Context: an optimization exercise on an open-source flow, tuned for small area and a short achievable clock period. The choices shown serve that exercise and are no tape-out recipe. Only simulation tests tie the RTL to the original design; equivalence was not proved. Power is estimated from default activity; no workload was simulated.

==> inputs of branch maple <==
Design pipeline, start of the top module:
module pipeline(
  clk,
  resetn,
  o_instr_req_addr,
  o_instr_req_en,
  i_instr_res_data,
  o_mem_req_addr,
  o_mem_req_wr_data,
  o_mem_req_wr_en,
  o_mem_req_count,
  i_mem_res_rd_data,
  i_mem_res_code
);
==> flow/config.mk <==
export PLATFORM = sky130hd
export DESIGN_NAME = pipeline
export DESIGN_NICKNAME = pipeline
export VERILOG_FILES = /design/flow/design.v
export SDC_FILE = /design/flow/constraint.sdc
export NUM_CORES = 4
export LEC_CHECK = 0
export CAP_MARGIN = 20
export CORE_MARGIN = 2
export CORE_UTILIZATION = 40
export SLEW_MARGIN = 20
==> flow/constraint.sdc <==
create_clock -name core_clock -period 10.5 [get_ports {clk}]
set_input_delay 2.1000 -clock core_clock [delete_from_list [all_inputs] [get_ports {clk}]]
set_output_delay 2.1000 -clock core_clock [all_outputs]
set_load 0.01 [all_outputs]
standard.sh (not shown) runs the stock make flow with config.mk's settings and CLKGATE_MAP_FILE= SYNTH_SCRIPT=/design/flow/synth_recipe.tcl, a recipe that flattens the netlist after the stock synthesis.
==> flow/flow/run.sh <==
#!/bin/bash
# Layout flow: the standard flow (standard.sh) with changes to how it
# optimises, not to what it builds or measures:
#  * ADDER_MAP_FILE is cleared, so synthesis skips the full/half adder
#    extraction and ABC maps the adders' logic together with the rest;
#  * port buffers are plain buffers (buf_2) rather than delay cells.
# Each make step writes its own log under orfs/logs/; the make output itself
# goes to standard.log here.
set -euo pipefail
export BUFFER_PORTS_ARGS="-buffer_cell sky130_fd_sc_hd__buf_2"
bash standard.sh ADDER_MAP_FILE= SETUP_SLACK_MARGIN=6.1 TNS_END_PERCENT=30 \
  "BUFFER_PORTS_ARGS=$BUFFER_PORTS_ARGS" finish > standard.log 2>&1
==> branch fjord (differences from branch maple) <==
--- a/flow/design.v
+++ b/flow/design.v
@@ -75,15 +75,14 @@
   output [31:0] o_mem_req_addr;
   output [31:0] o_mem_req_wr_data;
   output o_mem_req_wr_en;
   output [1:0] o_mem_req_count;
   input [31:0] i_mem_res_rd_data;
   input [2:0] i_mem_res_code;
   wire rst = ~resetn;
-  reg rst_q;
   assign o_instr_req_en = resetn;
   reg [31:0] f_pc;          
   reg [31:0] pcd;           
   reg [31:0] id_instr;
   reg [27:0] id_dec;        
   reg [31:0] id_pc;
   reg [31:0] hold_instr;    
@@ -104,29 +103,29 @@
   reg [4:0] ex_rd;
   reg [1:0] ex_cnt;
   reg ex_we;
   reg [31:0] me_res;
   reg me_wr;
   reg me_ld;
   reg [4:0] me_rd;
-  wire [31:0] o_pc = ex_br ? ex_t : rst_q ? 32'd0 : f_pc;
+  wire [31:0] o_pc = ex_br ? ex_t : f_pc;
   assign o_instr_req_addr = o_pc;
   assign o_mem_req_addr = ex_res;
   assign o_mem_req_wr_data = ex_t;
   assign o_mem_req_wr_en = ex_we;
   assign o_mem_req_count = ex_cnt;
   wire [31:0] me_data = me_ld ? i_mem_res_rd_data : me_res;
   wire [32*32-1:0] rf_flat;
   assign rf_flat[31:0] = 32'd0;
   genvar g;
   generate
     for (g = 1; g < 32; g = g + 1) begin : rf
       reg [31:0] q;
       always @(posedge clk) begin
-        if (rst_q | (me_wr && me_rd == g)) q <= rst_q ? 32'd0 : me_data;
+        if (rst | (me_wr && me_rd == g)) q <= rst ? 32'd0 : me_data;
       end
       assign rf_flat[g*32 +: 32] = q;
     end
   endgenerate
   wire [6:0] opc = id_instr[6:0];
   wire [2:0] f3 = id_instr[14:12];
   wire [6:0] f7 = id_instr[31:25];
@@ -265,16 +264,15 @@
         3'd1: cnt = 2'd2;
         3'd2: cnt = 2'd3;
         default: cnt = 2'd0;
       endcase
     end
   end
   always @(posedge clk) begin
-    rst_q <= rst;
-    f_pc <= stall ? f_pc : o_pc + 32'd4;
+    f_pc <= rst ? 32'd0 : stall ? f_pc : o_pc + 32'd4;
     pcd <= o_pc;
     id_v <= ~flush;
     id_replay <= ~flush & stall;
     stall <= stall_nx;
     nx_in <= ~stall_nx & ~(~flush & stall);
     alt_a <= stall_nx ? pa : i_instr_res_data[19:15];
     alt_b <= stall_nx ? pb : i_instr_res_data[24:20];
@@ -282,16 +280,16 @@
     fa_me <= na_me;
     a_mem <= ~nd_a_imm & ~na_ex & na_me & ex_wr_mem;
     b_mem <= ~nd_b_imm & ~nb_ex & nb_me & ex_wr_mem;
     fb_ex <= nb_ex;
     fb_me <= nb_me;
     fb_ld <= ~nb_ex & nb_me & ex_wr_mem;
     hold_instr <= i_instr_res_data;
-    id_rfa <= pa_me ? me_data : rst_q ? 32'd0 : rf_a;
-    id_rfb <= pb_me ? me_data : rst_q ? 32'd0 : rf_b;
+    id_rfa <= pa_me ? me_data : rf_a;
+    id_rfb <= pb_me ? me_data : rf_b;
     if (~stall) begin
       id_instr <= nx_instr;
       id_dec <= nx_dec;
       id_pc <= id_replay ? pcd - 32'd4 : pcd;
     end
     ex_res <= result;
     ex_t <= is_st ? vb : target;
==> flow/flow/run.sh (replaced) <==
#!/bin/bash
# Layout flow: the standard flow (standard.sh) with changes to how it
# optimises, not to what it builds or measures:
#  * ADDER_MAP_FILE is cleared, so synthesis skips the full/half adder
#    extraction and ABC maps the adders' logic together with the rest;
#  * port buffers are plain buffers (buf_2) rather than delay cells.
# Each make step writes its own log under orfs/logs/; the make output itself
# goes to standard.log here.
set -euo pipefail
export BUFFER_PORTS_ARGS="-buffer_cell sky130_fd_sc_hd__buf_2"
bash standard.sh ADDER_MAP_FILE= SETUP_SLACK_MARGIN=6 TNS_END_PERCENT=10 \
  "BUFFER_PORTS_ARGS=$BUFFER_PORTS_ARGS" finish > standard.log 2>&1
==> notes.md <==
Count of plain and timing-repair buffers: branch fjord 426; branch maple 479
Post-Synthesis Cell Area: branch fjord 63000 um2; branch maple 63400 um2
Tcrit/Tclk final: branch fjord 44.5%; branch maple 44.9%
Total area of multi-input combinational cells: branch fjord 24600 um2; branch maple 25200 um2
Leakage Power: branch fjord 25.6 nW; branch maple 26.1 nW
Well Taps: branch fjord 2058; branch maple 2072
Reg power frac: branch fjord 48.8%; branch maple 50.7%
All-Layer GR Usage: branch fjord 36.2%; branch maple 35.3%
Hold_sp: branch fjord ex_res[23]; branch maple ex_wr_mem
Fraction of post-synthesis cell area in the top cell type by area: branch fjord 51.1%; branch maple 52.3%
Area grow syn2layout: branch fjord 16.9%; branch maple 18.0%
Share of synthesized area spent on multiplexers: branch fjord 3.35%; branch maple 2.79%
TritonRoute pass-1 iters: branch fjord 15; branch maple 12
Met3 Usage GRT: branch fjord 15.5%; branch maple 14.5%
Core outline area: branch fjord 156000 um2; branch maple 158000 um2
Clock network power share: branch fjord 33.9%; branch maple 35.0%
Clock group: branch fjord 5.49 mW; branch maple 5.23 mW
Result of the run: branch fjord timing/DRC/antenna clean; branch maple timing/DRC/antenna clean
Synthesized net count: branch fjord 5242; branch maple 5212

## separate check: timing with driven ports
No port has a modelled driver above. Below, the same layouts with a new extraction and two added sets of constraints.
Step 1 (the two cells are an assumption about what drives the block):
set clk [get_ports {clk}]
set_driving_cell -lib_cell sky130_fd_sc_hd__clkbuf_16 $clk
set_driving_cell -lib_cell sky130_fd_sc_hd__buf_2 [delete_from_list [all_inputs] $clk]
Step 2 times the ports against the registers' clock, not the clock port: input delays grow and output delays shrink by t, the midpoint of the rising clock arrivals with the driver on.
Slacks: no drivers / after step 1 / after step 2; pairs: no drivers / after step 1.
run | t, ns | setup slack, ns | slew at the worst register clock pin (ns) | cell pins on the clock port's net
branch maple | 0.880 | 5.789 / 5.853 / 4.973 | 0.07 / 0.07 | 1
branch fjord | 0.881 | 5.823 / 5.773 / 4.957 | 0.07 / 0.07 | 1
After both steps setup and hold are still met in every run listed. For branch fjord, which loses most, drivers alone change the setup slack by -0.050 ns; drivers and shift together by -0.866 ns.
